Background: an optimization exercise with open tools, aiming at small area and a short achievable clock period. Do not read the settings as production practice. Where RTL was checked, it was by simulation tests only, not by an equivalence proof against the original. The RTL of run 1 was laid out without a check of its function. Power is estimated from default activity; no workload was simulated.

==> flow/design.v (outline; a module is shown in full before it is edited, if it fits) <==
// module float_adder: 80 lines
// module float_mult: 535 lines
// module mul_fa: 6 lines
// module mul_ha: 6 lines
// module float_comp: 17 lines
// module float2int: 35 lines
// module int2float: 26 lines
// module float_ops: 25 lines
module float_ops(
	input         clk,
	input         rst_n,
	input  [31:0] add_a,
	input  [31:0] add_b,
	output [31:0] add_out,
	input  [31:0] mul_a,
	input  [31:0] mul_b,
	output [31:0] mul_out,
	input  [31:0] cmp_a,
	input  [31:0] cmp_b,
	output        cmp_gt,
	output        cmp_eq,
	output        cmp_lt,
	input  [31:0] f2i_in,
	output [31:0] f2i_out,
	input  [31:0] i2f_in,
	output [31:0] i2f_out
);
  // ...
==> flow/flow/run.sh <==
#!/bin/bash
set -euo pipefail
export BUFFER_PORTS_ARGS="-buffer_cell sky130_fd_sc_hd__buf_1"
export SETUP_SLACK_MARGIN=5.5
bash standard.sh finish > standard_flow.log 2>&1
==> flow/standard.sh <==
#!/bin/bash
# synth_recipe.tcl (not shown) runs the flow's synth.tcl, then flattens the netlist and writes it again
# the make line also repeats each setting of config.mk as NAME=value (left out here)
make -C /OpenROAD-flow-scripts/flow DESIGN_CONFIG=/design/flow/config.mk WORK_HOME=/design/flow/orfs CLKGATE_MAP_FILE= SYNTH_SCRIPT=/design/flow/synth_recipe.tcl "${@:-finish}"
==> flow/config.mk <==
export PLATFORM = sky130hd
export DESIGN_NAME = float_ops
export DESIGN_NICKNAME = float_ops
export VERILOG_FILES = /design/flow/design.v
export SDC_FILE = /design/flow/constraint.sdc
export NUM_CORES = 4
export LEC_CHECK = 0
export CAP_MARGIN = 20
export CORE_MARGIN = 2
export CORE_UTILIZATION = 40
export CTS_CLUSTER_DIAMETER = 150
export CTS_CLUSTER_SIZE = 24
export SLEW_MARGIN = 20
export SYNTH_HIERARCHICAL = 1
export SYNTH_MINIMUM_KEEP_SIZE = 0
==> flow/constraint.sdc <==
create_clock -name core_clock -period 10.0 [get_ports {clk}]
set_input_delay 2.0000 -clock core_clock [delete_from_list [all_inputs] [get_ports {clk}]]
set_output_delay 2.0000 -clock core_clock [all_outputs]
set_load 0.01 [all_outputs]
==> results.toml, run 1 <==
[layout]
buf_share_pct = 8.012
top_regs = "u_f2i.m_r (32), u_mul.ra1 (29), u_mul.rb1 (29)"
final_nets = 5029
inverters = 200

[critical_path]
critPathKind = "flip-flop to flip-flop"
timing.reg2reg.setup_slack_ps = 5510
cp-endpoint = "u_add.r1[24]"
critPathLaunchType = "flip-flop"

[sta]
hold_ws_ps = 328.1
setup_violations = 0
finClkSkew_ps = 24.14

[clock_tree]
cts_buffer_depth = 3
ctsHtreeMaxLevel = 1

[detailed_routing]
top_layer = "met5"
post_drt_wl_per_cell_um = 21.35
firstDrtPassIters = 6

[power]
powerClk_uw = 946
pg_comb_mw = 7.19

[global_route]
top_usage_layer = "met2"
grt_util_met1_pct = 31.57

[placement]
dpl_worst_slack_ps = 4377

[floorplan]
rows = 110

[status]
outcome = "finished clean"

[yosys]
synth-seq-area-share_pct = 20.61
syn_inst = 4041
muxShareOfSynthArea_pct = 7.086
synth_area_per_cell_um2 = 9.036
==> module float_adder, before the edit <==
module float_adder(clk,rst_n,add_a,add_b,adder_out);
input wire [31:0] add_a,add_b;
output wire [31:0] adder_out;
input rst_n,clk;
wire [7:0] ea = add_a[30:23];
wire [7:0] eb = add_b[30:23];
wire [8:0] dab = {1'b0, ea} - {1'b0, eb};
wire [8:0] dba = {1'b0, eb} - {1'b0, ea};
wire e_lt  = dab[8];                       
wire a_lt_b = add_a[30:0] < add_b[30:0];
wire [7:0] d    = e_lt ? dba[7:0] : dab[7:0];
wire       sat  = e_lt ? (dba[7:0] > 8'd27) : (dab[7:0] > 8'd27);
wire       near = e_lt ? (dba[7:0] <= 8'd46) : (dab[7:0] <= 8'd46);
wire [22:0] fam = add_a[22:0] & {23{near}};
wire [22:0] fbm = add_b[22:0] & {23{near}};
reg        s0, sub0, bz0, hb0;
reg [7:0]  e0;
reg [4:0]  d0;
reg [22:0] fa0, fb0;
always @(posedge clk) begin
	s0   <= a_lt_b ? add_b[31] : add_a[31];
	sub0 <= add_a[31] ^ add_b[31];
	bz0  <= ~|{add_a, add_b};
	e0   <= e_lt ? eb : ea;
	d0   <= sat ? 5'd31 : d[4:0];
	fa0  <= a_lt_b ? add_b[22:0] : add_a[22:0];
	hb0  <= near;
	fb0  <= a_lt_b ? fam : fbm;
end
wire [23:0] bm = {hb0, fb0};
wire [26:0] ar = {2'b01, fa0, 2'b00};
wire [26:0] br = {1'b0, bm, 2'b00} >> d0;
reg st;
integer k;
always @(*) begin
	st = 1'b0;
	for (k = 0; k < 24; k = k + 1)
		if ((k + 3 <= d0) && (k + 23 >= d0)) st = st | bm[k];
end
wire [26:0] r = ar + (br ^ {27{sub0}}) + {26'd0, sub0 & ~st};
reg [26:0] r1;
reg        s1, bz1, nan1;
reg [7:0]  e1;
always @(posedge clk) begin
	r1   <= r;
	s1   <= s0;
	bz1  <= bz0;
	nan1 <= &e0;
	e1   <= e0;
end
reg [4:0] ss;
integer i;
always @(*) begin
	ss = 5'd24;
	for (i = 3; i <= 26; i = i + 1)
		if (r1[i]) ss = 26 - i;
end
wire [26:0] n    = r1 << ss;
wire [22:0] frac = n[25:3] + {22'd0, n[2]};
wire        zero = bz1 | ~|r1;
reg        s2;
reg [7:0]  e2;
reg [22:0] f2;
always @(posedge clk) begin
	if (nan1) begin
		s2 <= s1;
		e2 <= 8'hff;
		f2 <= 23'd1;
	end else if (zero) begin
		s2 <= 1'b0;
		e2 <= 8'd0;
		f2 <= 23'd0;
	end else begin
		s2 <= s1;
		e2 <= e1 + 8'd1 - {3'd0, ss};
		f2 <= frac;
	end
end
assign adder_out = {s2, e2, f2};
endmodule
==> module float2int, before the edit <==
module float2int(clk,rst_n,float_in,int_out);
input wire clk,rst_n;
input wire [31:0] float_in;
output wire [31:0] int_out;
wire [7:0]  e   = float_in[30:23];
wire [86:0] w   = {63'd0, 1'b1, float_in[22:0]} << e[5:0];
wire        mid = (e[7:6] == 2'b10) && (e[5:0] <= 6'd53);
wire [31:0] mag = mid ? w[53:22] : {31'd0, e == 8'd127};
reg        s_r;
reg [31:0] m_r;
reg [2:0]  any_r;
always @(posedge clk) begin
	s_r   <= float_in[31];
	m_r   <= mag;
	any_r <= {|mag[23:16], |mag[15:8], |mag[7:0]};
end
wire [31:0] below;
genvar i;
generate for (i = 0; i < 32; i = i + 1) begin : g_below
	if (i % 8 == 0) begin : g_first
		if (i == 0) begin : g_zero
			assign below[i] = 1'b0;
		end else begin : g_lower
			assign below[i] = |any_r[i/8-1:0];
		end
	end else begin : g_rest
		if (i < 8) begin : g_byte0
			assign below[i] = |m_r[i-1:0];
		end else begin : g_upper
			assign below[i] = (|m_r[i-1:(i/8)*8]) | (|any_r[i/8-1:0]);
		end
	end
end endgenerate
assign int_out = m_r ^ ({32{s_r}} & below);
endmodule
==> module int2float, before the edit <==
module int2float(clk,rst_n,int_in,float_out);
input wire clk,rst_n;
input wire [31:0] int_in;
output wire [31:0] float_out;
wire        s   = int_in[31];
wire [31:0] y   = int_in ^ {32{s}};
wire [31:0] mag = s ? (~int_in + 32'd1) : int_in;
reg  [5:0]  c;
integer i;
always @(*) begin
	c = 6'd32;
	for (i = 0; i < 32; i = i + 1)
		if (y[i]) c = 31 - i;
end
wire [31:0] m8 = mag << {c[5:2], 2'b00};
reg        s_r;
reg [5:0]  c_r;
reg [31:0] m_r;
always @(posedge clk) begin
	s_r <= s;
	c_r <= c;
	m_r <= m8;
end
wire [31:0] n = m_r << c_r[1:0];
assign float_out = {s_r, n[31] ? (8'd158 - {2'd0, c_r}) : (8'd159 - {2'd0, c_r}), n[30:8]};
endmodule
==> inputs of run 2 (changes only) <==
--- a/flow/design.v
+++ b/flow/design.v
@@ -1,48 +1,44 @@
 module float_adder(clk,rst_n,add_a,add_b,adder_out);
 input wire [31:0] add_a,add_b;
 output wire [31:0] adder_out;
 input rst_n,clk;
-wire [7:0] ea = add_a[30:23];
-wire [7:0] eb = add_b[30:23];
-wire [8:0] dab = {1'b0, ea} - {1'b0, eb};
-wire [8:0] dba = {1'b0, eb} - {1'b0, ea};
-wire e_lt  = dab[8];                       
-wire a_lt_b = add_a[30:0] < add_b[30:0];
-wire [7:0] d    = e_lt ? dba[7:0] : dab[7:0];
-wire       sat  = e_lt ? (dba[7:0] > 8'd27) : (dab[7:0] > 8'd27);
-wire       near = e_lt ? (dba[7:0] <= 8'd46) : (dab[7:0] <= 8'd46);
-wire [22:0] fam = add_a[22:0] & {23{near}};
-wire [22:0] fbm = add_b[22:0] & {23{near}};
+wire        s_d, sub_d, bz_d, hb_d;
+wire [7:0]  e_d;
+wire [4:0]  d_d;
+wire [22:0] fa_d, fb_d;
+add_order u_ord(.a(add_a), .b(add_b), .s(s_d), .sub(sub_d), .bz(bz_d), .hb(hb_d),
+	.e(e_d), .d(d_d), .fa(fa_d), .fb(fb_d));
 reg        s0, sub0, bz0, hb0;
 reg [7:0]  e0;
 reg [4:0]  d0;
 reg [22:0] fa0, fb0;
 always @(posedge clk) begin
-	s0   <= a_lt_b ? add_b[31] : add_a[31];
-	sub0 <= add_a[31] ^ add_b[31];
-	bz0  <= ~|{add_a, add_b};
-	e0   <= e_lt ? eb : ea;
-	d0   <= sat ? 5'd31 : d[4:0];
-	fa0  <= a_lt_b ? add_b[22:0] : add_a[22:0];
-	hb0  <= near;
-	fb0  <= a_lt_b ? fam : fbm;
+	s0   <= s_d;
+	sub0 <= sub_d;
+	bz0  <= bz_d;
+	e0   <= e_d;
+	d0   <= d_d;
+	fa0  <= fa_d;
+	hb0  <= hb_d;
+	fb0  <= fb_d;
 end
 wire [23:0] bm = {hb0, fb0};
 wire [26:0] ar = {2'b01, fa0, 2'b00};
 wire [26:0] br = {1'b0, bm, 2'b00} >> d0;
 reg st;
 integer k;
 always @(*) begin
 	st = 1'b0;
 	for (k = 0; k < 24; k = k + 1)
 		if ((k + 3 <= d0) && (k + 23 >= d0)) st = st | bm[k];
 end
-wire [26:0] r = ar + (br ^ {27{sub0}}) + {26'd0, sub0 & ~st};
+wire [26:0] r;
+add_sum27 u_sum(.a(ar), .b(br ^ {27{sub0}}), .ci(sub0 & ~st), .s(r));
 reg [26:0] r1;
 reg        s1, bz1, nan1;
 reg [7:0]  e1;
 always @(posedge clk) begin
 	r1   <= r;
 	s1   <= s0;
 	bz1  <= bz0;
 	nan1 <= &e0;
@@ -73,16 +69,48 @@
 	end else begin
 		s2 <= s1;
 		e2 <= e1 + 8'd1 - {3'd0, ss};
 		f2 <= frac;
 	end
 end
 assign adder_out = {s2, e2, f2};
 endmodule
+module add_sum27(a, b, ci, s);
+input  wire [26:0] a, b;
+input  wire        ci;
+output wire [26:0] s;
+assign s = a + b + {26'd0, ci};
+endmodule
+module add_order(a, b, s, sub, bz, hb, e, d, fa, fb);
+input  wire [31:0] a, b;
+output wire        s, sub, bz, hb;
+output wire [7:0]  e;
+output wire [4:0]  d;
+output wire [22:0] fa, fb;
+wire [7:0] ea = a[30:23];
+wire [7:0] eb = b[30:23];
+wire [8:0] dab = {1'b0, ea} - {1'b0, eb};
+wire [8:0] dba = {1'b0, eb} - {1'b0, ea};
+wire e_lt  = dab[8];                       
+wire a_lt_b = a[30:0] < b[30:0];
+wire [7:0] dd   = e_lt ? dba[7:0] : dab[7:0];
+wire       sat  = e_lt ? (dba[7:0] > 8'd27) : (dab[7:0] > 8'd27);
+wire       near = e_lt ? (dba[7:0] <= 8'd46) : (dab[7:0] <= 8'd46);
+wire [22:0] fam = a[22:0] & {23{near}};
+wire [22:0] fbm = b[22:0] & {23{near}};
+assign s   = a_lt_b ? b[31] : a[31];
+assign sub = a[31] ^ b[31];
+assign bz  = ~|{a, b};
+assign e   = e_lt ? b[30:23] : a[30:23];
+assign d   = sat ? 5'd31 : dd[4:0];
+assign fa  = a_lt_b ? b[22:0] : a[22:0];
+assign hb  = near;
+assign fb  = a_lt_b ? fam : fbm;
+endmodule
 module float_mult(clk,rst_n,mul_a,mul_b,out_a);
 input wire [31:0] mul_a,mul_b;
 output wire [31:0] out_a;
 input rst_n,clk;
 wire [8:0] esum = {1'b0, mul_a[30:23]} + {1'b0, mul_b[30:23]};
 wire nan_in = (&mul_a[30:23]) | (&mul_b[30:23]);
 wire [25:0] y = {2'b01, mul_b[22:0], 1'b0};    
 reg [22:0] fa0;
@@ -434,49 +462,18 @@
 assign fs266 = ~(x[22] ^ pp11[24]);
 assign fc266 = x[22] | pp11[24];
 mul_ha u_ha34(.a(fs266), .b(fc264), .s(hs34), .co(hc34));
 mul_fa u_fa267(.a(x[23]), .b(~neg[11]), .ci(fc266), .s(fs267), .co(fc267));
 wire [28:0] rowa = {hc34, fc265, hc33, fc261, hc32, fc255, hc31, fc247, hc30, fc237, hc29, fc225, hc28, fc211, hc27, fc195, hc26, fc177, hc25, fc157, hc24, fs146, fc124, hc22, fc103, hc21, hc20, hc19, hc18};
 wire [28:0] rowb = {fs267, hs34, fs265, hs33, fs261, hs32, fs255, hs31, fs247, hs30, fs237, hs29, fs225, hs28, fs211, hs27, fs195, hs26, fs177, hs25, fs157, hs24, hs23, fs124, hs22, fs103, hs21, hs20, hs19};
 wire [15:0] lowa = {hc17, hc16, hc15, hc14, hc13, hc12, hc11, hc10, fs18, hc8, hc7, fs8, hc5, hc4, fc2, hc3};
 wire [15:0] lowb = {hs18, hs17, hs16, hs15, hs14, hs13, hs12, hs11, hs10, hs9, hs8, hs7, hs6, hs5, hs4, fs2};
-wire [15:0] lg0 = lowa & lowb;
-wire [15:0] lp0 = lowa ^ lowb;
-wire lg1_ = lg0[1] | (lp0[1] & lg0[0]);
-wire lp1_ = lp0[1] & lp0[0];
-wire lg2_ = lg0[3] | (lp0[3] & lg0[2]);
-wire lp2_ = lp0[3] & lp0[2];
-wire lg3_ = lg0[5] | (lp0[5] & lg0[4]);
-wire lp3_ = lp0[5] & lp0[4];
-wire lg4_ = lg0[7] | (lp0[7] & lg0[6]);
-wire lp4_ = lp0[7] & lp0[6];
-wire lg5_ = lg0[9] | (lp0[9] & lg0[8]);
-wire lp5_ = lp0[9] & lp0[8];
-wire lg6_ = lg0[11] | (lp0[11] & lg0[10]);
-wire lp6_ = lp0[11] & lp0[10];
-wire lg7_ = lg0[13] | (lp0[13] & lg0[12]);
-wire lp7_ = lp0[13] & lp0[12];
-wire lg8_ = lg0[15] | (lp0[15] & lg0[14]);
-wire lp8_ = lp0[15] & lp0[14];
-wire lg9_ = lg2_ | (lp2_ & lg1_);
-wire lp9_ = lp2_ & lp1_;
-wire lg10_ = lg4_ | (lp4_ & lg3_);
-wire lp10_ = lp4_ & lp3_;
-wire lg11_ = lg6_ | (lp6_ & lg5_);
-wire lp11_ = lp6_ & lp5_;
-wire lg12_ = lg8_ | (lp8_ & lg7_);
-wire lp12_ = lp8_ & lp7_;
-wire lg13_ = lg10_ | (lp10_ & lg9_);
-wire lp13_ = lp10_ & lp9_;
-wire lg14_ = lg12_ | (lp12_ & lg11_);
-wire lp14_ = lp12_ & lp11_;
-wire lg15_ = lg14_ | (lp14_ & lg13_);
-wire lp15_ = lp14_ & lp13_;
-wire lcarry = lg15_;
+wire lcarry;
+mul_lowc u_lowc(.lowa(lowa), .lowb(lowb), .c(lcarry));
 reg [28:0] ra1, rb1;
 reg        cl1;
 reg        s1, ovf1, unf1;
 reg [7:0]  e1;
 always @(posedge clk) begin
 	ra1  <= rowa;
 	rb1  <= rowb;
 	cl1  <= lcarry;
@@ -608,16 +605,54 @@
 		f2 <= p1[23:1];
 	end else begin
 		e2 <= e1;
 		f2 <= p1[22:0];
 	end
 end
 assign out_a = {s2, e2, f2};
 endmodule
+module mul_lowc(lowa, lowb, c);
+input  wire [15:0] lowa, lowb;
+output wire c;
+wire [15:0] lg0 = lowa & lowb;
+wire [15:0] lp0 = lowa ^ lowb;
+wire lg1_ = lg0[1] | (lp0[1] & lg0[0]);
+wire lp1_ = lp0[1] & lp0[0];
+wire lg2_ = lg0[3] | (lp0[3] & lg0[2]);
+wire lp2_ = lp0[3] & lp0[2];
+wire lg3_ = lg0[5] | (lp0[5] & lg0[4]);
+wire lp3_ = lp0[5] & lp0[4];
+wire lg4_ = lg0[7] | (lp0[7] & lg0[6]);
+wire lp4_ = lp0[7] & lp0[6];
+wire lg5_ = lg0[9] | (lp0[9] & lg0[8]);
+wire lp5_ = lp0[9] & lp0[8];
+wire lg6_ = lg0[11] | (lp0[11] & lg0[10]);
+wire lp6_ = lp0[11] & lp0[10];
+wire lg7_ = lg0[13] | (lp0[13] & lg0[12]);
+wire lp7_ = lp0[13] & lp0[12];
+wire lg8_ = lg0[15] | (lp0[15] & lg0[14]);
+wire lp8_ = lp0[15] & lp0[14];
+wire lg9_ = lg2_ | (lp2_ & lg1_);
+wire lp9_ = lp2_ & lp1_;
+wire lg10_ = lg4_ | (lp4_ & lg3_);
+wire lp10_ = lp4_ & lp3_;
+wire lg11_ = lg6_ | (lp6_ & lg5_);
+wire lp11_ = lp6_ & lp5_;
+wire lg12_ = lg8_ | (lp8_ & lg7_);
+wire lp12_ = lp8_ & lp7_;
+wire lg13_ = lg10_ | (lp10_ & lg9_);
+wire lp13_ = lp10_ & lp9_;
+wire lg14_ = lg12_ | (lp12_ & lg11_);
+wire lp14_ = lp12_ & lp11_;
+wire lg15_ = lg14_ | (lp14_ & lg13_);
+wire lp15_ = lp14_ & lp13_;
+wire lcarry = lg15_;
+assign c = lcarry;
+endmodule
 module mul_fa(a, b, ci, s, co);
 input  wire a, b, ci;
 output wire s, co;
 assign s  = a ^ b ^ ci;
 assign co = (a & b) | (a & ci) | (b & ci);
 endmodule
 module mul_ha(a, b, s, co);
 input  wire a, b;
@@ -653,42 +688,50 @@
 reg        s_r;
 reg [31:0] m_r;
 reg [2:0]  any_r;
 always @(posedge clk) begin
 	s_r   <= float_in[31];
 	m_r   <= mag;
 	any_r <= {|mag[23:16], |mag[15:8], |mag[7:0]};
 end
+f2i_neg u_neg(.m(m_r), .any(any_r), .s(s_r), .y(int_out));
+endmodule
+module f2i_neg(m, any, s, y);
+input  wire [31:0] m;
+input  wire [2:0]  any;
+input  wire        s;
+output wire [31:0] y;
 wire [31:0] below;
 genvar i;
 generate for (i = 0; i < 32; i = i + 1) begin : g_below
 	if (i % 8 == 0) begin : g_first
 		if (i == 0) begin : g_zero
 			assign below[i] = 1'b0;
 		end else begin : g_lower
-			assign below[i] = |any_r[i/8-1:0];
+			assign below[i] = |any[i/8-1:0];
 		end
 	end else begin : g_rest
 		if (i < 8) begin : g_byte0
-			assign below[i] = |m_r[i-1:0];
+			assign below[i] = |m[i-1:0];
 		end else begin : g_upper
-			assign below[i] = (|m_r[i-1:(i/8)*8]) | (|any_r[i/8-1:0]);
+			assign below[i] = (|m[i-1:(i/8)*8]) | (|any[i/8-1:0]);
 		end
 	end
 end endgenerate
-assign int_out = m_r ^ ({32{s_r}} & below);
+assign y = m ^ ({32{s}} & below);
 endmodule
 module int2float(clk,rst_n,int_in,float_out);
 input wire clk,rst_n;
 input wire [31:0] int_in;
 output wire [31:0] float_out;
 wire        s   = int_in[31];
 wire [31:0] y   = int_in ^ {32{s}};
-wire [31:0] mag = s ? (~int_in + 32'd1) : int_in;
+wire [31:0] mag;
+i2f_mag u_mag(.x(int_in), .m(mag));
 reg  [5:0]  c;
 integer i;
 always @(*) begin
 	c = 6'd32;
 	for (i = 0; i < 32; i = i + 1)
 		if (y[i]) c = 31 - i;
 end
 wire [31:0] m8 = mag << {c[5:2], 2'b00};
@@ -698,16 +741,21 @@
 always @(posedge clk) begin
 	s_r <= s;
 	c_r <= c;
 	m_r <= m8;
 end
 wire [31:0] n = m_r << c_r[1:0];
 assign float_out = {s_r, n[31] ? (8'd158 - {2'd0, c_r}) : (8'd159 - {2'd0, c_r}), n[30:8]};
 endmodule
+module i2f_mag(x, m);
+input  wire [31:0] x;
+output wire [31:0] m;
+assign m = x[31] ? (~x + 32'd1) : x;
+endmodule
 module float_ops(
 	input         clk,
 	input         rst_n,
 	input  [31:0] add_a,
 	input  [31:0] add_b,
 	output [31:0] add_out,
 	input  [31:0] mul_a,
 	input  [31:0] mul_b,
==> flow/flow/run.sh (replaced) <==
#!/bin/bash
set -euo pipefail
export BUFFER_PORTS_ARGS="-buffer_cell sky130_fd_sc_hd__buf_1"
export SETUP_SLACK_MARGIN=5.75
bash standard.sh finish > standard_flow.log 2>&1
==> run 2 against run 1 <==
Net effect:
- synthesized area grew 2.2%
- utilization grew 0.80 points
- global-route usage grew 0.31 points
- clock power shrank 11%
- critical path type is now input port to flip-flop
- largest cell class unchanged
==> results.toml, run 2 <==
[clock_tree]
cts_buffer_depth = 3
hold_buffers = 0
cts_root_buf = "clkbuf_16"
ctsHtreeMaxLevel = 1
clk_latency_ps = 570
cts_tree = "done"
cts_buffers = 19
clkTransAtPathRegs_ps = 90
cts.sink_count = 376

[critical_path]
path_buf_inv = 1
critPathTopFamily = "simple AND/OR/NAND/NOR gates"
critical_path_arrival_ps = 4620
reg2reg_to = "u_mul.cl1"
cpMaxStageDelayCell = "mux4_2"
path_cells = "clkbuf_8 > mux2_2 > mux4_2 > and2_1 > o21ai_0 > or3b_2 > or4_1"
cpPeakStageDelay_ps = 550
crit_fanout = 46
required_ps = 10420
end_kind = "flip-flop"
timing.reg2reg.setup_slack_ps = 5820
r2r_cells = 12
r2r_start = "u_mul.fa0[18]"
critPathKind = "input port to flip-flop"
critPathLaunchType = "input port"

[yosys]
synth_edf_count = 0
synth_warnings = 11
yosys-top-cells-area = "dfxtp_1, fa_1, xnor2_1, ha_1, a22oi_1"
syn_inst = 4072
synth-seq-area-share_pct = 20.17
synth_area_per_cell_um2 = 9.163
synth_cell_types = 131
ys.flop_type = "dfxtp_1"
yosysMostFrequentCell = "xnor2_1"
ys_ff_latch = 376
synth-async-reset-ratio_pct = 0
synth_area_mm2 = 0.03731
yosys-top-cells-count = "xnor2_1, dfxtp_1, a22oi_1"
synth.top_cell.area_share_pct = 20.17
synth_area_leader_cell = "dfxtp_1"

[sta]
tightestPinTransition_ps = 954.0
min_period_ps = 4203
finalCritPeriodShare_pct = 42.03
fmax_ghz = 0.2379
rsz0062_at_grt = "true"
finClkSkew_ps = 32.69
maxSlewViolCount = 0
tns_ps = 0
hold_ws_ps = 332.9
setup_violations = 0
slew_headroom_pct = 34.75
hold_viol_final = 0

[power]
swShare_pct = 47.26
p_int_mw = 5.687
pwr-share-clk_pct = 7.8
p_switching_mw = 5.095
p_leak_nw = 16.66
powerDensity_mw_per_mm2 = 250.6
p_seq_share_pct = 22.0
p_comb_share_pct = 70.2
irDropWorstVdd_mv = 0.2319

[layout]
largest_register_ffs = 32
drive_gt1_share_pct = 13.18
largest_register = "u_f2i.m_r"
layout_commonest_cell = "buf_1"
top_regs = "u_f2i.m_r (32), u_mul.ra1 (29), u_mul.rb1 (29)"
final_nets = 5121
layout_common_cells = "buf_1, xnor2_1, dfxtp_1"
area_growth_pct = 15.30
stdcell_count = 5635

[floorplan]
core_area_mm2 = 0.09291
die_h_um = 309.4
start_util_pct = 40.16
rows = 112
die-area_mm2 = 0.09574
die_x_um = 309.4
io_pins = 389

[global_route]
grt_pass1_vias = 31355
grt_overflow = 0
grt_pass1_wl_um = 179800
grt_usage_pct = 23.52
antenna_found_initial = 9
grt_max_degree = 75

[detailed_routing]
routed_via_density = 5.903
totalWireLength_um = 124500
post_drt_wl_per_cell_um = 22.10
drc_errors = 0
antenna_left = 0
firstDrtPassIters = 7
drt_iter0_drc = 3501
vias = 33265

[min_path]
hold_class = "flip-flop to flip-flop"
whs_path_depth = 0
hp-start = "u_mul.s1"
hold_end = "u_mul.s2"

[placement]
place.detailed.hpwl_um = 83140
gp_congestion = 0.9273
dp.cells = 5507
io_buffers = 387

[status]
outcome = "finished clean"

[job]
maxCapViolations = 0
## run 2: cell types whose count changed after synthesis, sizes merged, moves of 14 or more
cell    previous run  this run
o21ai            222       177
mux2i             91       128
a21oi            220       191
a211oi            40        62
nand2            230       252
o221ai             7        26
xnor2            371       388
a31oi             33        19
## run 2: cells by family after synthesis
group | Yosys count | synth area share, %
buffers and inverters | 489 | 5.412
multiplexers | 235 | 8.279
XOR/XNOR | 456 | 10.70
AO/OA/AOI/OAI | 1070 | 20.67
AND/OR/NAND/NOR | 958 | 13.03
other | 4 | 0.04023
adder cells (fa/ha/maj) | 484 | 21.70
flip-flops | 376 | 20.17
## run 2: metrics by stage
step	instance area, um^2	power, mW	util [%]	setup WS (ps)
CTS	40950	10.32	44.07	5667
finish	43020	10.78	46.31	5797
detailed placement	39800	9.322	42.83	4652
floorplan	37430	7.359	-	5537
global route	43020	11.72	46.31	5649
global placement	39800	9.202	42.83	4668
## run 2: how the worst max path moves through the flow
stage	end	cells past startpoint	startpoint	slack, ps
2_1_floorplan	u_mul.cl1	12	u_mul.neg[8]	5540
3_3_place_gp	u_f2i.any_r[0]	7	f2i_in[23]	4670
3_5_place_dp	u_f2i.any_r[0]	6	f2i_in[23]	4650
4_1_cts	u_mul.cl1	12	u_mul.fa0[14]	5670
5_1_grt	u_add.r1[26]	17	u_add.d0[2]	5650
6_report	u_f2i.any_r[1]	7	f2i_in[24]	5800
## run 2: area by class of cell
cell class                 instances  area (um^2)
clock inverter                     1        8.758
timing repair inverter             1        7.507
inverter                         195        782.0
sequential                       376         7647
fill                            8993        49890
antenna                            2        5.005
clock buffer                      19        475.5
tap                             1254         1569
multi-input combinational       3213        28460
timing repair buffer             574         4064
## run 2: routing by layer
layer	wire [um]	GRT usage [%]	vias to the layer above
li1	-	-	15310
met2	57780	39.48	1515
met4	4258	6.615	14
met3	10300	3.402	283
met5	83	0	-
met1	52080	31.44	16143
## run 2: repair_timing
item / CTS / global route
pin swaps: 9 / 63
gates resized for setup: 103 / 239
gates cloned: 5 / 30
setup endpoints to repair: 116 / 108
setup buffers: 18 / 53
## run 2: Yosys stat by module, one instance, submodules excluded, a selection
module,cells,copies in the design
add_order,343,1
mul_ha,1,34
add_sum27,222,1
mul_fa,1,254
i2f_mag,102,1
float_adder,915,1
f2i_neg,75,1
float_mult,1260,1
float_comp,117,1
## run 2: power groups by stage
stage / clock, mW / sequential, mW / combinational (mW)
floorplan: 0 / 2.27 / 5.09
global placement: 0 / 2.37 / 6.83
detailed placement: 0 / 2.38 / 6.95
CTS: 0.888 / 2.35 / 7.09
global route: 0.926 / 2.41 / 8.39
finish: 0.843 / 2.37 / 7.57
==> inputs of run 3 (changes only) <==
==> flow/flow/run.sh (replaced) <==
#!/bin/bash
set -euo pipefail
export BUFFER_PORTS_ARGS="-buffer_cell sky130_fd_sc_hd__buf_1"
export SETUP_SLACK_MARGIN=5.5
bash standard.sh finish > standard_flow.log 2>&1
--- a/flow/config.mk
+++ b/flow/config.mk
@@ -12,2 +12,3 @@
 export CTS_CLUSTER_SIZE = 24
+export GPL_ROUTABILITY_DRIVEN = 0
 export SLEW_MARGIN = 20
==> run 3 against run 2 <==
Net effect:
- via count fell by 2.1%
- final area fell by 4.1%
- combinational power fell by 6.3%
- count of clock-buffer cells in the layout rose by 2
- highest routed layer unchanged
==> results.toml, run 3 <==
[status]
outcome = "finished clean"

[clock_tree]
cts.sink_count = 376
cts_tree = "done"
cts_buffers = 20
cts_root_buf = "clkbuf_16"
cts_buffer_depth = 3
hold_buffers = 0
clk_latency_ps = 580
clkTransAtPathRegs_ps = 90
ctsHtreeMaxLevel = 1

[yosys]
yosys-top-cells-count = "xnor2_1, dfxtp_1, a22oi_1"
synth_area_leader_cell = "dfxtp_1"
yosys-top-cells-area = "dfxtp_1, fa_1, xnor2_1, ha_1, a22oi_1"
syn_inst = 4072
synth-async-reset-ratio_pct = 0
synth_warnings = 11
synth_cell_types = 131
ys.flop_type = "dfxtp_1"
synth.top_cell.area_share_pct = 20.17
synth-seq-area-share_pct = 20.17
yosysMostFrequentCell = "xnor2_1"
synth_area_per_cell_um2 = 9.163
synth_area_mm2 = 0.03731
ys_ff_latch = 376
synth_edf_count = 0

[power]
powerDensity_mw_per_mm2 = 250.4
p_leak_nw = 15.89
irDropWorstVdd_mv = 0.1990
total_power_mw = 10.33

[sta]
finalCritPeriodShare_pct = 44.15
min_period_ps = 4415
maxSlewViolCount = 0
rsz0062_at_grt = "true"
slew_headroom_pct = 28.42
hold_viol_final = 0
finClkSkew_ps = 18.63
hold_ws_ps = 332.4
setup_violations = 0
tns_ps = 0
tightestPinTransition_ps = 1047
fmax_ghz = 0.2265

[critical_path]
critPathLaunchType = "input port"
cpMaxStageDelayCell = "mux4_1"
required_ps = 10460
critical_path_arrival_ps = 4870
critPathKind = "input port to flip-flop"
cpPeakStageDelay_ps = 680
path_cells = "buf_4 > mux4_1 > mux2_2 > a211o_1 > o211a_1 > or4_1 > or4b_1"
end_kind = "flip-flop"
crit_fanout = 33

[detailed_routing]
post_drt_wl_per_cell_um = 20.67
drt_iter0_drc = 3349
routed_via_density = 5.852
totalWireLength_um = 115000
firstDrtPassIters = 6
drc_errors = 0
antenna_left = 0
vias = 32552

[layout]
largest_register_ffs = 32
drive_gt1_share_pct = 8.672
area_growth_pct = 10.52
top_regs = "u_f2i.m_r (32), u_mul.ra1 (29), u_mul.rb1 (29)"
layout_commonest_cell = "xnor2_1"
final_nets = 5040
final_util_pct = 44.39
largest_register = "u_f2i.m_r"
stdcell_count = 5563
layout_common_cells = "xnor2_1, buf_1, dfxtp_1"

[floorplan]
die-area_mm2 = 0.09574
rows = 112
io_pins = 389
die_x_um = 309.4
die_h_um = 309.4
start_util_pct = 40.16
core_area_mm2 = 0.09291

[global_route]
antenna_found_initial = 15
grt_pass1_vias = 31040
grt_max_degree = 75
grt_usage_pct = 22.88
grt_overflow = 0
grt_pass1_wl_um = 176400

[placement]
io_buffers = 387
dp.cells = 5507
place.detailed.hpwl_um = 81780

[min_path]
hold_class = "flip-flop to flip-flop"

[job]
maxCapViolations = 0
[run 3: cell counts after synthesis]
No cell type changed its count.
[run 3: critical path: cells and delay by family]
| kind | cells | cell delay, ps |
|---|---|---|
| compound gates | 2 | 480 |
| buf+inv | 1 | 360 |
| mux | 2 | 1030 |
| simple gates | 2 | 990 |
[run 3: routing by layer]
metal  wire length (um)  global-route usage [%]
met4               3354                   7.214
met2              53230                   37.30
met3               8562                   3.224
met1              49720                   31.24
met5                107                       0
[run 3: repair_timing]
action                     4_1_cts  5_1_grt
setup endpoints to repair       16       64
gates cloned                     0        8
gates resized for setup         12      133
pin swaps                        1       10
setup buffers                    1       15
[run 3: cell type report]
| type | instances | area (um^2) |
|---|---|---|
| fill | 9063 | 51670 |
| multi-input combinational | 3212 | 27910 |
| antenna | 8 | 20.02 |
| timing repair buffer | 494 | 2858 |
| clock inverter | 3 | 33.78 |
| sequential | 376 | 7569 |
| inverter | 195 | 755.7 |
| tap | 1254 | 1569 |
| clock buffer | 21 | 525.5 |
[run 3: path summary, 6_finish.rpt]
check        slack, ps        endpoint  cells past startpoint          start
max reg2reg       5620       u_mul.cl1                     12  u_mul.fa0[13]
min reg2reg        330     u_mul.e1[4]                      0    u_mul.e0[4]
max               5590  u_f2i.any_r[0]                      7     f2i_in[23]
min                330     u_mul.e1[4]                      0    u_mul.e0[4]
[run 3: stage by stage]
stage / area (um^2) / setup slack [ps]
5_1_grt: 41240 / 5437
4_1_cts: 40370 / 5510
2_1_floorplan: 37340 / 5500
3_3_place_gp: 39750 / 4703
6_report: 41240 / 5585
3_5_place_dp: 39760 / 4676
[run 3: cells by family after synthesis]
family                   synth area share [%]
AO/OA/AOI/OAI                           20.67
AND/OR/NAND/NOR                         13.03
buffers and inverters                   5.412
adder cells (fa/ha/maj)                 21.70
XOR/XNOR                                10.70
flip-flops                              20.17
multiplexers                            8.279
other                                 0.04023
[run 3: Yosys stat by module (local to each module, per instance), excerpt]
module	cell area, um^2	cells
mul_fa	20.02	1
f2i_neg	575.6	75
i2f_mag	777.0	102
mul_ha	12.51	1
float2int	2978	319
float_mult	11190	1260
mul_lowc	312.8	36
[run 3: where the power goes]
group	internal [mW]	leakage (nW)	switching (mW)
Combinational	3.06	12.5	4.03
Sequential	2.00	3.15	0.342
Clock	0.383	0.275	0.517
Total	5.44	15.9	4.89
==> inputs of run 4 (changes only) <==
--- a/flow/config.mk
+++ b/flow/config.mk
@@ -12,3 +12,3 @@
 export CTS_CLUSTER_SIZE = 24
-export GPL_ROUTABILITY_DRIVEN = 0
+export PLACE_DENSITY = 0.75
 export SLEW_MARGIN = 20
==> run 4 against run 3 <==
Net effect:
- cell count shrank 0.23%
- power grew 0.73%
- setup slack lost 13 ps
- critical path type unchanged
- synthesized cell count is the same
- still clean on timing, DRC and antenna
==> results.toml, run 4 <==
[status]
outcome = "finished clean"

[detailed_routing]
totalWireLength_um = 114900
post_drt_wl_per_cell_um = 20.71
drc_errors = 0
routed_via_density = 5.995
vias = 33273
top_layer = "met5"
wl_met1_um = 47140
route.met3.wl_um = 11570
drt_iter0_drc = 3133
firstDrtPassIters = 8
antenna_left = 0
wl_met2_um = 52630

[yosys]
ys.flop_type = "dfxtp_1"
synth_fa_ha_area_share_pct = 21.70
ys_ff_latch = 376
syn_inst = 4072
muxShareOfSynthArea_pct = 8.279
synth_edf_count = 0
synth-async-reset-ratio_pct = 0
synth_simple_gate_area_share_pct = 13.03
synth-seq-area-share_pct = 20.17
synth_area_leader_cell = "dfxtp_1"
synth_warnings = 11
synthXorXnorAreaFrac_pct = 10.70
yosys-top-cells-area = "dfxtp_1, fa_1, xnor2_1, ha_1, a22oi_1"
synth_cell_types = 131
yosysMostFrequentCell = "xnor2_1"
synth_top_family_by_area = "adder cells"
synth_area_per_cell_um2 = 9.163
yosys-top-cells-count = "xnor2_1, dfxtp_1, a22oi_1"
synth.top_cell.area_share_pct = 20.17
synth_compound_area_share_pct = 20.67
synth_area_mm2 = 0.03731

[floorplan]
die-area_mm2 = 0.09574
core_area_mm2 = 0.09291
start_util_pct = 40.16
io_pins = 389
die_x_um = 309.4
die_h_um = 309.4
rows = 112

[power]
pwr-share-clk_pct = 8.1
p_switching_mw = 4.931
swShare_pct = 47.40
p_leak_nw = 15.85
powerDensity_mw_per_mm2 = 252.6
p_comb_share_pct = 69.3
p_int_mw = 5.472
irDropWorstVdd_mv = 0.1921
p_seq_share_pct = 22.5

[clock_tree]
cts_root_buf = "clkbuf_16"
cts_buffers = 19
cts_buffer_depth = 3
cts.sink_count = 376
clkTransAtPathRegs_ps = 100
ctsHtreeMaxLevel = 1
clk_latency_ps = 580
cts_tree = "done"
hold_buffers = 0

[critical_path]
critical_path_arrival_ps = 4870
crit_fanout = 46
end_kind = "flip-flop"
critPathLaunchType = "input port"
critPathKind = "input port to flip-flop"
required_ps = 10450

[layout]
area_growth_pct = 10.37
largest_register = "u_f2i.m_r"
final_util_pct = 44.33
layout_common_cells = "xnor2_1, buf_1, dfxtp_1"
final_nets = 5034
drive_gt1_share_pct = 8.850
largest_register_ffs = 32
layout_commonest_cell = "xnor2_1"
top_regs = "u_f2i.m_r (32), u_mul.ra1 (29), u_mul.rb1 (29)"
stdcell_count = 5550

[placement]
dp.cells = 5504
io_buffers = 387
gp_congestion = 0.9587
place.detailed.hpwl_um = 81560

[sta]
rsz0062_at_grt = "true"
hold_viol_final = 0
tns_ps = 0
tightestPinTransition_ps = 1040
finClkSkew_ps = 18.32
fmax_ghz = 0.2258
maxSlewViolCount = 0
min_period_ps = 4428
finalCritPeriodShare_pct = 44.28
setup_violations = 0
slew_headroom_pct = 28.91

[global_route]
grt_pass1_wl_um = 174200
grt_pass1_vias = 31624
grt_max_degree = 75
grt_overflow = 0
grt_usage_pct = 22.52
antenna_found_initial = 12

[job]
maxCapViolations = 0

[min_path]
hold_class = "flip-flop to flip-flop"
[run 4: cell counts after synthesis]
No cell type changed its count.
[run 4: cells by family after synthesis]
kind of cell             Yosys count
AO/OA/AOI/OAI                   1070
XOR/XNOR                         456
adder cells (fa/ha/maj)          484
buffers and inverters            489
flip-flops                       376
multiplexers                     235
other                              4
AND/OR/NAND/NOR                  958
[run 4: path summary, 6_finish.rpt]
kind / start / end / slack [ps] / cells after the start
setup / recovery: f2i_in[24] / u_f2i.any_r[1] / 5570 / 7
setup reg to reg: u_mul.fa0[15] / u_mul.cl1 / 5630 / 12
hold / removal: u_add.bz0 / u_add.bz1 / 320 / 0
hold reg to reg: u_add.bz0 / u_add.bz1 / 320 / 0
[run 4: area by class of cell]
| class | instances | area (um^2) |
|---|---|---|
| Timing Repair Buffer | 488 | 2769 |
| Antenna cell | 2 | 5.005 |
| Clock inverter | 2 | 17.52 |
| Clock buffer | 20 | 489.2 |
| Fill cell | 8867 | 51730 |
| Tap cell | 1254 | 1569 |
| Multi-Input combinational cell | 3213 | 28000 |
| Sequential cell | 376 | 7569 |
| Inverter | 195 | 767.0 |
[run 4: repair_timing]
action | in CTS | in global routing
pin swaps | 1 | 14
endpoints found under the hold margin | 0 | 0
buffers inserted | 0 | 11
cloned | 1 | 10
resized for setup | 16 | 137
endpoints found under the setup margin | 20 | 76
[run 4: power groups by stage]
stage	logic (mW)	registers [mW]	clock network, mW
6_report	7.21	2.34	0.846
4_1_cts	7.02	2.33	0.880
5_1_grt	8.07	2.39	0.935
3_5_place_dp	6.93	2.36	0
2_1_floorplan	5.09	2.27	0
3_3_place_gp	6.73	2.35	0
[run 4: routing by layer]
layer  up-vias  GRT usage, %
met1     16064         30.49
met5         -             0
met2      1810         36.35
li1      15111             -
met4        16         6.695
met3       272         4.338
[run 4: per-module statistics from Yosys, one instance, submodules excluded, excerpt]
module       cell area, um^2  copies in the design  cells  flops+latches
float_mult             11190                     1   1260            171
float_adder             7831                     1    915            133
int2float               3264                     1    395             34
add_sum27               1536                     1    222              0
f2i_neg                575.6                     1     75              0
mul_fa                 20.02                   254      1              0
mul_ha                 12.51                    34      1              0
[run 4: stage by stage]
stage / cell area, um^2 / hold slack, ps / total power, mW / setup WS, ps
global placement: 39730 / 311.5 / 9.088 / 4695
finish: 41180 / 324.1 / 10.40 / 5572
CTS: 40310 / 323.6 / 10.23 / 5442
global route: 41180 / 339.7 / 11.39 / 5404
floorplan: 37340 / 309.6 / 7.355 / 5500
detailed placement: 39730 / 312.1 / 9.294 / 4660
[run 4: critical path: stages]
cell	delay, ps
clkbuf_4	460
mux2_2	410
a222oi_1	630
inv_1	160
a221o_1	370
or3b_2	440
or4_1	390
==> inputs of run 5 (changes only) <==
--- a/flow/config.mk
+++ b/flow/config.mk
@@ -7,2 +7,3 @@
 export LEC_CHECK = 0
+export ABC_AREA = 1
 export CAP_MARGIN = 20
@@ -12,3 +13,2 @@
 export CTS_CLUSTER_SIZE = 24
-export PLACE_DENSITY = 0.75
 export SLEW_MARGIN = 20
==> run 5 against run 4 <==
Net effect:
- still clean
- fmax decreased by 0.42%
- combinational power decreased by 4.7%
- final area increased by 0.59%
- cell count increased by 22%
- wire length increased by 5.9%
- register-to-register slack got worse by 80 ps
- synthesized area increased by 0.99%
- sequential power decreased by 4%
- sequential cell count unchanged
- count of clock-buffer cells in the layout unchanged
- utilization increased by 0.060 points
==> results.toml, run 5 <==
[status]
outcome = "finished clean"

[layout]
largest_register_ffs = 32
largest_register = "u_f2i.m_r"
area_growth_pct = 9.931
final_util_pct = 44.39
fillCellCount = 9711
final_nets = 6241
top_regs = "u_f2i.m_r (32), u_mul.ra1 (29), u_mul.rb1 (29)"
layout_commonest_cell = "nand2_1"
stdcell_count = 6758
drive_gt1_share_pct = 7.832
layout_common_cells = "nand2_1, inv_1, nand3_1"

[global_route]
grt_pass1_vias = 33881
grt_max_degree = 71
grt_usage_pct = 24.24
grt_pass1_wl_um = 189000
antenna_found_initial = 17
grt_overflow = 0

[detailed_routing]
post_drt_wl_per_cell_um = 18.01
vias = 35966
antenna_left = 0
totalWireLength_um = 121700
routed_via_density = 5.322
drc_errors = 0
drt_iter0_drc = 3452
firstDrtPassIters = 10

[critical_path]
end_kind = "flip-flop"
r2r_cells = 11
reg2reg_to = "u_mul.rb1[7]"
critPathLaunchType = "flip-flop"
cp_common_cell = "fa_1"
critPathKind = "flip-flop to flip-flop"
required_ps = 10470
critical_path_arrival_ps = 4910
timing.reg2reg.setup_slack_ps = 5550
cpMaxStageDelayCell = "fa_1"
crit_fanout = 13
critPathTopFamily = "adder cells"
cpPeakStageDelay_ps = 530
path_depth = 11
path_buf_inv = 2
r2r_start = "u_mul.fa0[7]"
path_cells = "inv_1 > buf_4 > o22ai_1 > xor2_1 > fa_1 > fa_1 > fa_1 > fa_1 > fa_1 > ha_1 > ha_1"

[min_path]
hold_end = "u_mul.e1[0]"
hold_class = "flip-flop to flip-flop"
hp-start = "u_mul.e0[0]"
whs_path_depth = 0

[yosys]
synth-seq-area-share_pct = 19.97
synth_area_mm2 = 0.03768
synth_area_leader_cell = "dfxtp_1"
synth_warnings = 11
yosys-top-cells-area = "dfxtp_1, fa_1, nand2_1, xor2_1, ha_1"
ys.flop_type = "dfxtp_1"
yosys-top-cells-count = "nand2_1, inv_1, nand3_1"
synth_area_per_cell_um2 = 7.234
synth_edf_count = 0
ys_ff_latch = 376
syn_inst = 5209
synth.top_cell.area_share_pct = 19.97
synth-async-reset-ratio_pct = 0
synth_cell_types = 76
yosysMostFrequentCell = "nand2_1"

[floorplan]
start_util_pct = 40.38
die_h_um = 310.9
rows = 112
core_area_mm2 = 0.09333
die-area_mm2 = 0.09668
io_pins = 389
die_x_um = 310.9

[clock_tree]
cts.sink_count = 376
ctsHtreeMaxLevel = 1
clk_latency_ps = 600
cts_buffer_depth = 3
cts_buffers = 20
cts_root_buf = "clkbuf_16"
cts_tree = "done"
clkTransAtPathRegs_ps = 100

[sta]
fmax_ghz = 0.2249
hold_ws_ps = 333.0
setup_violations = 0
min_period_ps = 4447
rsz0062_at_grt = "false"
tns_ps = 0
finClkSkew_ps = 31.54
finalCritPeriodShare_pct = 44.47
maxSlewViolCount = 0
tightestPinTransition_ps = 881.9
hold_viol_final = 0
slew_headroom_pct = 41.14

[placement]
io_buffers = 387
dp.cells = 6645
place.detailed.hpwl_um = 90770
gp_congestion = 0.9563

[power]
powerDensity_mw_per_mm2 = 242.6
p_leak_nw = 19.46
irDropWorstVdd_mv = 0.2333

[job]
maxCapViolations = 0
-- run 5: cell families after synthesis --
group | after synthesis | synth area share (%)
flops | 376 | 19.97
simple gates | 2223 | 26.05
xor+xnor | 409 | 9.586
mux | 60 | 1.624
other cells | 4 | 0.03983
buf+inv | 907 | 9.768
compound gates | 747 | 11.50
fa+ha+maj | 483 | 21.46
-- run 5: area by class of cell --
class | count | area, um^2 | share of cell area, %
Antenna cell | 1 | 2.502 | 0.006041
Sequential cell | 376 | 7579 | 18.29
Timing Repair inverter | 20 | 140.1 | 0.3383
Tap cell | 1254 | 1569 | 3.787
Multi-Input combinational cell | 3930 | 26540 | 64.07
Clock buffer | 20 | 500.5 | 1.208
Timing Repair Buffer | 504 | 2455 | 5.926
Clock inverter | 5 | 82.58 | 0.1993
Inverter | 648 | 2555 | 6.168
-- run 5: worst max path at each step --
| stage | to | startpoint |
|---|---|---|
| after floorplan | u_i2f.m_r[23] | i2f_in[31] |
| after global routing | i2f_out[28] | u_i2f.c_r[0] |
| after CTS | i2f_out[28] | u_i2f.c_r[0] |
| final | u_mul.rb1[7] | u_mul.fa0[7] |
| after detailed placement | u_i2f.m_r[19] | i2f_in[31] |
| after global placement | u_i2f.m_r[19] | i2f_in[31] |
-- run 5: repair_timing --
action                                 in CTS  in global routing
buffers inserted                           30                 36
setup endpoints to repair                  36                 51
hold buffers                                0                  0
gates cloned                               16                  5
endpoints found under the hold margin       0                  0
pin swaps                                   1                  4
gates resized for setup                    38                 80
-- run 5: modules after synthesis, one instance, submodules excluded, a selection --
module	flops+latches	times used	cells
mul_ha	0	34	1
float_comp	2	1	164
f2i_neg	0	1	165
float_adder	133	1	1042
int2float	34	1	438
i2f_mag	0	1	218
mul_lowc	0	1	46
add_order	0	1	511
mul_fa	0	254	1
float_mult	171	1	1434
float2int	36	1	505
add_sum27	0	1	398
-- run 5: report_power, final --
part | internal [mW] | total, mW | leakage (nW) | switching, mW
Clock | 0.396 | 0.931 | 0.285 | 0.535
Combinational | 2.67 | 6.87 | 16.0 | 4.20
Sequential | 1.99 | 2.25 | 3.15 | 0.259
Total | 5.06 | 10.0 | 19.5 | 4.99
-- run 5: metal layers --
metal  vias up  GRT usage (%)  routed length, um  share of wire (%)
met5         -              0                166               0.14
met4        28          5.918               3012                2.5
met3       257          5.732              11240                9.2
met2      1472          37.93              53090                 44
met1     16760          33.63              54200                 45
li1      17449              -                  -                  -
-- run 5: metrics by stage --
step	setup WS [ps]	area, um^2	power (mW)
after global placement	4699	39860	8.923
final	5553	41430	10.05
after floorplan	5918	37700	6.914
after detailed placement	4692	39860	9.034
after CTS	5483	40950	10.07
after global routing	5477	41420	11.16
==> inputs of run 6 (changes only) <==
--- a/flow/config.mk
+++ b/flow/config.mk
@@ -7,3 +7,2 @@
 export LEC_CHECK = 0
-export ABC_AREA = 1
 export CAP_MARGIN = 20
==> run 6 against run 5 <==
Net effect:
- still clean on timing, DRC and antenna
- via count is 10% lower
- final area is 0.97% lower
- cell count is 18% lower
- wire length is 4.1% lower
- sequential cell count unchanged
- combinational power grew 3%
- global-route usage shrank 0.99 points
- first-iteration DRC count fell by 12%
- clock skew decreased by 5.5 ps
==> results.toml, run 6 <==
[floorplan]
core_area_mm2 = 0.09291
io_pins = 389
rows = 112
die-area_mm2 = 0.09574
die_h_um = 309.4
die_x_um = 309.4
start_util_pct = 40.16

[detailed_routing]
vias = 32356
drt_iter0_drc = 3032
wl_met1_um = 50010
firstDrtPassIters = 7
antenna_left = 0
totalWireLength_um = 116700
route.met3.wl_um = 8836
drc_errors = 0
routed_via_density = 5.832
wl_met2_um = 54770
top_layer = "met5"
post_drt_wl_per_cell_um = 21.03

[layout]
drive_gt1_share_pct = 8.529
fillCellCount = 9225
final_nets = 5030
final_area_mm2 = 0.04103
multi_input_area_mm2 = 0.02793
top_regs = "u_f2i.m_r (32), u_mul.ra1 (29), u_mul.rb1 (29)"
layout_common_cells = "xnor2_1, buf_1, dfxtp_1"
seq_area_mm2 = 0.007569
largest_register_ffs = 32
area_growth_pct = 9.949
layout_commonest_cell = "xnor2_1"
largest_register = "u_f2i.m_r"

[critical_path]
crit_fanout = 33
required_ps = 10450
cpMaxStageDelayCell = "mux4_1"
critical_path_arrival_ps = 4810
critPathTopFamily = "simple AND/OR/NAND/NOR gates"
cpPeakStageDelay_ps = 650
path_buf_inv = 1
end_kind = "flip-flop"
critPathLaunchType = "input port"
critPathKind = "input port to flip-flop"
path_cells = "clkbuf_4 > mux4_1 > mux2_2 > a211o_1 > o211a_1 > or4_1 > or4b_1"
timing.reg2reg.setup_slack_ps = 5640

[clock_tree]
cts_buffers = 20
cts_buffer_depth = 3
cts.sink_count = 376
cts_tree = "done"
cts_root_buf = "clkbuf_16"
clkTransAtPathRegs_ps = 100
clk_latency_ps = 580
hold_buffers = 0
ctsHtreeMaxLevel = 1

[yosys]
yosys-top-cells-area = "dfxtp_1, fa_1, xnor2_1, ha_1, a22oi_1"
synth_warnings = 11
synth_area_leader_cell = "dfxtp_1"
yosysMostFrequentCell = "xnor2_1"
synth_cell_types = 131
yosys-top-cells-count = "xnor2_1, dfxtp_1, a22oi_1"
synth_edf_count = 0
synth-async-reset-ratio_pct = 0
synth-seq-area-share_pct = 20.17
ys.flop_type = "dfxtp_1"
synth.top_cell.area_share_pct = 20.17
synth_area_per_cell_um2 = 9.163
ys_ff_latch = 376
synth_area_mm2 = 0.03731
syn_inst = 4072

[job]
maxCapViolations = 0

[status]
outcome = "finished clean"

[sta]
setup_violations = 0
tightestPinTransition_ps = 1169
rsz0062_at_grt = "true"
min_period_ps = 4368
fmax_ghz = 0.2289
finalCritPeriodShare_pct = 43.68
finClkSkew_ps = 26.00
hold_viol_final = 0
tns_ps = 0
maxSlewViolCount = 0
slew_headroom_pct = 20.03

[power]
powerDensity_mw_per_mm2 = 251.0
p_leak_nw = 15.81
irDropWorstVdd_mv = 0.1930
total_power_mw = 10.30

[placement]
place.detailed.hpwl_um = 83110
place_area_mm2 = 0.03974
gp_congestion = 0.9388
io_buffers = 387

[global_route]
antenna_found_initial = 8
grt_max_degree = 75
grt_pass1_wl_um = 178300
grt_overflow = 0
grt_usage_pct = 23.25
grt_pass1_vias = 31161

[min_path]
hold_class = "flip-flop to flip-flop"
run 6: changes by cell type after synthesis, moves of 274 or more:
| cell | before | now |
|---|---|---|
| inv_1 | 600 | 186 |
| xor2_1 | 345 | 68 |
| nand2_1 | 1215 | 249 |
| a22oi_1 | 3 | 277 |
| xnor2_1 | 60 | 388 |
| nand3_1 | 443 | 72 |
run 6: cell families (layout without fill, tap and decap cells):
logic type	count (synthesis)	after routing	share of synthesized area (%)
fa+ha+maj	484	484	21.70
other cells	4	11	0.04023
compound gates	1070	1071	20.67
xor+xnor	456	456	10.70
simple gates	958	958	13.03
flops	376	376	20.17
mux	235	235	8.279
buf+inv	489	703	5.412
run 6: worst paths after layout:
kind / to / cells past startpoint / from
hold / removal: u_mul.s2 / 0 / u_mul.s1
setup reg to reg: u_add.f2[22] / 13 / u_add.r1[10]
setup / recovery: u_f2i.any_r[0] / 7 / f2i_in[23]
hold reg to reg: u_mul.s2 / 0 / u_mul.s1
run 6: timing repair:
action                                  CTS  global route
buffers inserted                          2             7
cloned                                    0             7
endpoints found under the setup margin   18            72
hold endpoints to repair                  0             0
gates resized for setup                  17           105
pin swaps                                 1             9
run 6: layout make-up:
cell class / count / area share [%]
Sequential cell: 376 / 18.45
Tap cell: 1254 / 3.824
Antenna cell: 3 / 0.01830
Timing Repair Buffer: 484 / 6.447
Inverter: 195 / 1.839
Multi-Input combinational cell: 3212 / 68.07
Clock inverter: 4 / 0.1311
Clock buffer: 20 / 1.220
run 6: routing by layer:
layer | track usage (%) | up-vias
met3 | 3.730 | 220
met1 | 31.34 | 15591
li1 | - | 15121
met2 | 38.23 | 1412
met5 | 0 | -
met4 | 6.954 | 12
run 6: Yosys stat by module (local to each module, per instance), excerpt:
module,copies in the design,cells inside,flops+latches
add_order,1,343,0
add_sum27,1,222,0
f2i_neg,1,75,0
float_adder,1,915,133
i2f_mag,1,102,0
mul_fa,254,1,0
run 6: worst register-to-register path, delay by kind of cell, from the launching register on:
kind | cells | cell delay [ps]
muxes | 1 | 190
DFF | 1 | 500
and+or+nand+nor | 5 | 990
AOI/OAI and AO/OA | 5 | 2080
buffers and inverters | 2 | 560
run 6: metrics by stage:
stage	worst slack (ps)	utilization (%)	cells	hold WS, ps
finish	5632	44.16	5548	325.5
global route	5404	44.15	5546	334.0
CTS	5504	43.43	5531	333.7
detailed placement	4789	42.77	5505	312.1
global placement	4790	42.77	5505	310.0
floorplan	5500	-	4076	309.6
run 6: power by group:
part / leakage [nW] / internal (mW) / switching [mW]
Sequential: 3.15 / 2.00 / 0.356
Clock: 0.272 / 0.371 / 0.522
Combinational: 12.4 / 3.05 / 4.00
Total: 15.8 / 5.42 / 4.88
==> inputs of run 7 (changes only) <==
==> flow/flow/run.sh (replaced) <==
#!/bin/bash
set -euo pipefail
export BUFFER_PORTS_ARGS="-buffer_cell sky130_fd_sc_hd__buf_1"
export SETUP_SLACK_MARGIN=5.75
bash standard.sh finish > standard_flow.log 2>&1
--- a/flow/config.mk
+++ b/flow/config.mk
@@ -7,2 +7,3 @@
 export LEC_CHECK = 0
+export ABC_AREA = 1
 export CAP_MARGIN = 20
==> run 7 against run 6 <==
Net effect:
- sequential share of layout area shrank 0.32 points
- clock power grew 4.3%
- die area grew 0.98%
- combinational power shrank 1%
- sequential cell count is the same
- count of clock-buffer cells in the layout is the same
- synthesized cell count grew 28%
- wire length grew 4.7%
- global-route usage grew 1.2 points
- setup slack gained 97 ps
- clock skew is essentially flat
- synthesized area grew 0.99%
- critical path type is now flip-flop to flip-flop
- largest cell class unchanged
- highest routed layer unchanged
==> results.toml, run 7 <==
[status]
outcome = "finished clean"

[clock_tree]
clkTransAtPathRegs_ps = 100
cts_buffers = 20
hold_buffers = 0
ctsHtreeMaxLevel = 1
cts_root_buf = "clkbuf_16"
cts_buffer_depth = 3
cts.sink_count = 376
cts_tree = "done"
clk_latency_ps = 600

[detailed_routing]
totalWireLength_um = 122200
drt_iter0_drc = 3376
post_drt_wl_per_cell_um = 18.02
antenna_left = 0
drc_errors = 0
vias = 36017
firstDrtPassIters = 6
routed_via_density = 5.311

[yosys]
synth_cell_types = 76
synth-seq-area-share_pct = 19.97
synth_edf_count = 0
yosysMostFrequentCell = "nand2_1"
ys.flop_type = "dfxtp_1"
yosys-top-cells-count = "nand2_1, inv_1, nand3_1"
synth_area_mm2 = 0.03768
syn_inst = 5209
synth.top_cell.area_share_pct = 19.97
synth-async-reset-ratio_pct = 0
synth_area_leader_cell = "dfxtp_1"
synth_warnings = 11
yosys-top-cells-area = "dfxtp_1, fa_1, nand2_1, xor2_1, ha_1"
ys_ff_latch = 376
synth_area_per_cell_um2 = 7.234

[global_route]
grt_max_degree = 71
grt_pass1_vias = 34149
grt_pass1_wl_um = 190400
grt_overflow = 0
top_usage_layer = "met2"
grt_usage_pct = 24.43
grt_util_met1_pct = 33.70
antenna_found_initial = 14
use_met3_pct = 5.905
met2_usage_pct = 38.14

[sta]
rsz0062_at_grt = "true"
maxSlewViolCount = 0
tightestPinTransition_ps = 875.0
hold_viol_final = 0
min_period_ps = 4271
setup_violations = 0
finClkSkew_ps = 25.78
finalCritPeriodShare_pct = 42.71
fmax_ghz = 0.2341
slew_headroom_pct = 41.60
tns_ps = 0
setup_slack_ps = 5729

[critical_path]
r2r_start = "u_mul.two[1]"
r2r_cells = 15
end_kind = "flip-flop"
critPathKind = "flip-flop to flip-flop"
cpMaxStageDelayCell = "fa_2"
critPathTopFamily = "adder cells"
required_ps = 10530
crit_fanout = 8
cp_common_cell = "nand2_1"
reg2reg_to = "u_mul.cl1"
cpPeakStageDelay_ps = 510
path_buf_inv = 3
critPathLaunchType = "flip-flop"
critical_path_arrival_ps = 4800
timing.reg2reg.setup_slack_ps = 5730
path_cells = "clkinvlp_4 > buf_6 > buf_4 > o22ai_1 > xor2_1 > fa_2 > fa_2 > fa_1 > fa_1 > ha_1 > ha_1 > nand2_1 > nor4_2 > nand2_1 > nand2_1"

[min_path]
hp-start = "u_mul.e0[0]"
whs_path_depth = 0
hold_class = "flip-flop to flip-flop"
hold_end = "u_mul.e1[0]"

[layout]
fillCellCount = 9643
final_util_pct = 45.02
largest_register_ffs = 32
layout_commonest_cell = "nand2_1"
drive_gt1_share_pct = 9.155
top_regs = "u_f2i.m_r (32), u_mul.ra1 (29), u_mul.rb1 (29)"
final_nets = 6265
largest_register = "u_f2i.m_r"
area_growth_pct = 11.50
layout_common_cells = "nand2_1, inv_1, nand3_1"

[floorplan]
die_x_um = 310.9
io_pins = 389
core_area_mm2 = 0.09333
rows = 112
die_h_um = 310.9
die-area_mm2 = 0.09668
start_util_pct = 40.38

[placement]
dpl_worst_slack_ps = 4692
place.detailed.hpwl_um = 90770
io_buffers = 387
gp_congestion = 0.9563

[job]
maxCapViolations = 0

[power]
irDropWorstVdd_mv = 0.2125
p_leak_nw = 19.65
powerDensity_mw_per_mm2 = 241.6
[run 7: layout make-up]
type,count,area (um^2),area share (%)
Antenna cell,1,2.502,0.005956
Clock buffer,20,500.5,1.191
Clock inverter,5,82.58,0.1965
Inverter,648,2581,6.143
Multi-Input combinational cell,3931,26780,63.74
Sequential cell,376,7619,18.13
Tap cell,1254,1569,3.734
Timing Repair Buffer,529,2746,6.536
Timing Repair inverter,18,135.1,0.3216
[run 7: kinds of logic after synthesis]
logic type / count (synthesis) / synth area share (%)
AO/OA/AOI/OAI: 747 / 11.50
XOR/XNOR: 409 / 9.586
adder cells (fa/ha/maj): 483 / 21.46
buffers and inverters: 907 / 9.768
flip-flops: 376 / 19.97
multiplexers: 60 / 1.624
other: 4 / 0.03983
AND/OR/NAND/NOR: 2223 / 26.05
[run 7: worst max path at each step]
stage | cells past startpoint | end | slack (ps) | from
final | 15 | u_mul.cl1 | 5730 | u_mul.two[1]
after global routing | 13 | u_mul.cl1 | 5550 | u_mul.two[0]
after detailed placement | 13 | u_i2f.m_r[19] | 4690 | i2f_in[31]
after CTS | 12 | i2f_out[28] | 5620 | u_i2f.c_r[0]
after global placement | 13 | u_i2f.m_r[19] | 4700 | i2f_in[31]
after floorplan | 14 | u_i2f.m_r[23] | 5920 | i2f_in[31]
[run 7: routing by layer]
| metal | wire (um) | share of wire (%) |
|---|---|---|
| met1 | 54490 | 45 |
| met2 | 53070 | 43 |
| met3 | 11040 | 9.0 |
| met4 | 3437 | 2.8 |
| met5 | 152 | 0.12 |
[run 7: where the power goes]
part	internal, mW	switching (mW)	leakage (nW)
Combinational	2.73	4.24	16.2
Clock	0.396	0.536	0.285
Sequential	1.99	0.255	3.15
[run 7: worst reg2reg max path, stage by stage, from the launching register on]
cell and delay, ps:
dfxtp_4 380, clkinvlp_4 240, buf_6 210, buf_4 130, o22ai_1 130, xor2_1 270, fa_2 510, fa_2 360
fa_1 510, fa_1 430, ha_1 300, ha_1 270, nand2_1 70, nor4_2 240, nand2_1 70, nand2_1 80
[run 7: timing repair]
item                       CTS  global route
setup endpoints to repair   57           112
hold endpoints to repair     0             0
buffers inserted            66            24
pin swaps                    7            17
resized for setup           99           104
gates cloned                19             2
[run 7: through the flow]
stage	hold slack (ps)	total power, mW	instances	area (um^2)
finish	333.1	10.15	6782	42020
global route	329.1	11.28	6781	42010
CTS	308.0	10.11	6755	41430
detailed placement	312.1	9.034	6645	39860
global placement	311.6	8.923	6645	39860
floorplan	309.6	6.914	5213	37700
[run 7: per-module statistics from Yosys, one instance, submodules excluded, excerpt]
module,cells inside,flip-flops and latches,copies in the design,area [um^2]
f2i_neg,165,0,1,805.8
float_comp,164,2,1,992.2
add_order,511,0,1,2599
mul_fa,1,0,254,20.02
add_sum27,398,0,1,1961
float_adder,1042,133,1,7166
int2float,438,34,1,2947
mul_lowc,46,0,1,332.8
i2f_mag,218,0,1,1038
float2int,505,36,1,2944
mul_ha,1,0,34,12.51
float_mult,1434,171,1,11390

afterwards: timing with drivers on the ports:
No port has a modelled driver above. Below, the same layouts with a new extraction and two added sets of constraints.
Step 1 assumes that a clkbuf_16 drives the clock port and a buf_2 every other input.
Step 2 also shifts input and output timing later by t, the mid clock arrival at the registers, as if the neighbouring blocks saw the same clock.
a / b / c = no drivers / after step 1 / after step 2; a / b = the first two.
run | t, ns | slack for setup (ns) | worst setup path at the end | worst slew at a driven data input, ns
run 1 | 0.643 | 5.507 / 5.507 / 5.007 | input to register | 0.16
run 2 | 0.613 | 5.797 / 5.751 / 5.137 | input to register | 0.15
run 3 | 0.643 | 5.585 / 5.576 / 4.992 | input to register | 0.16
run 4 | 0.633 | 5.572 / 5.601 / 4.982 | input to register | 0.17
run 5 | 0.651 | 5.553 / 5.553 / 5.211 | input to register | 0.14
run 6 | 0.638 | 5.632 / 5.565 / 5.040 | input to register | 0.15
run 7 | 0.651 | 5.729 / 5.729 / 5.389 | input to register | 0.14
After both steps every run listed still meets setup and hold. For run 2, which loses most, drivers alone change the setup slack by -0.046 ns; drivers and shift together by -0.660 ns.
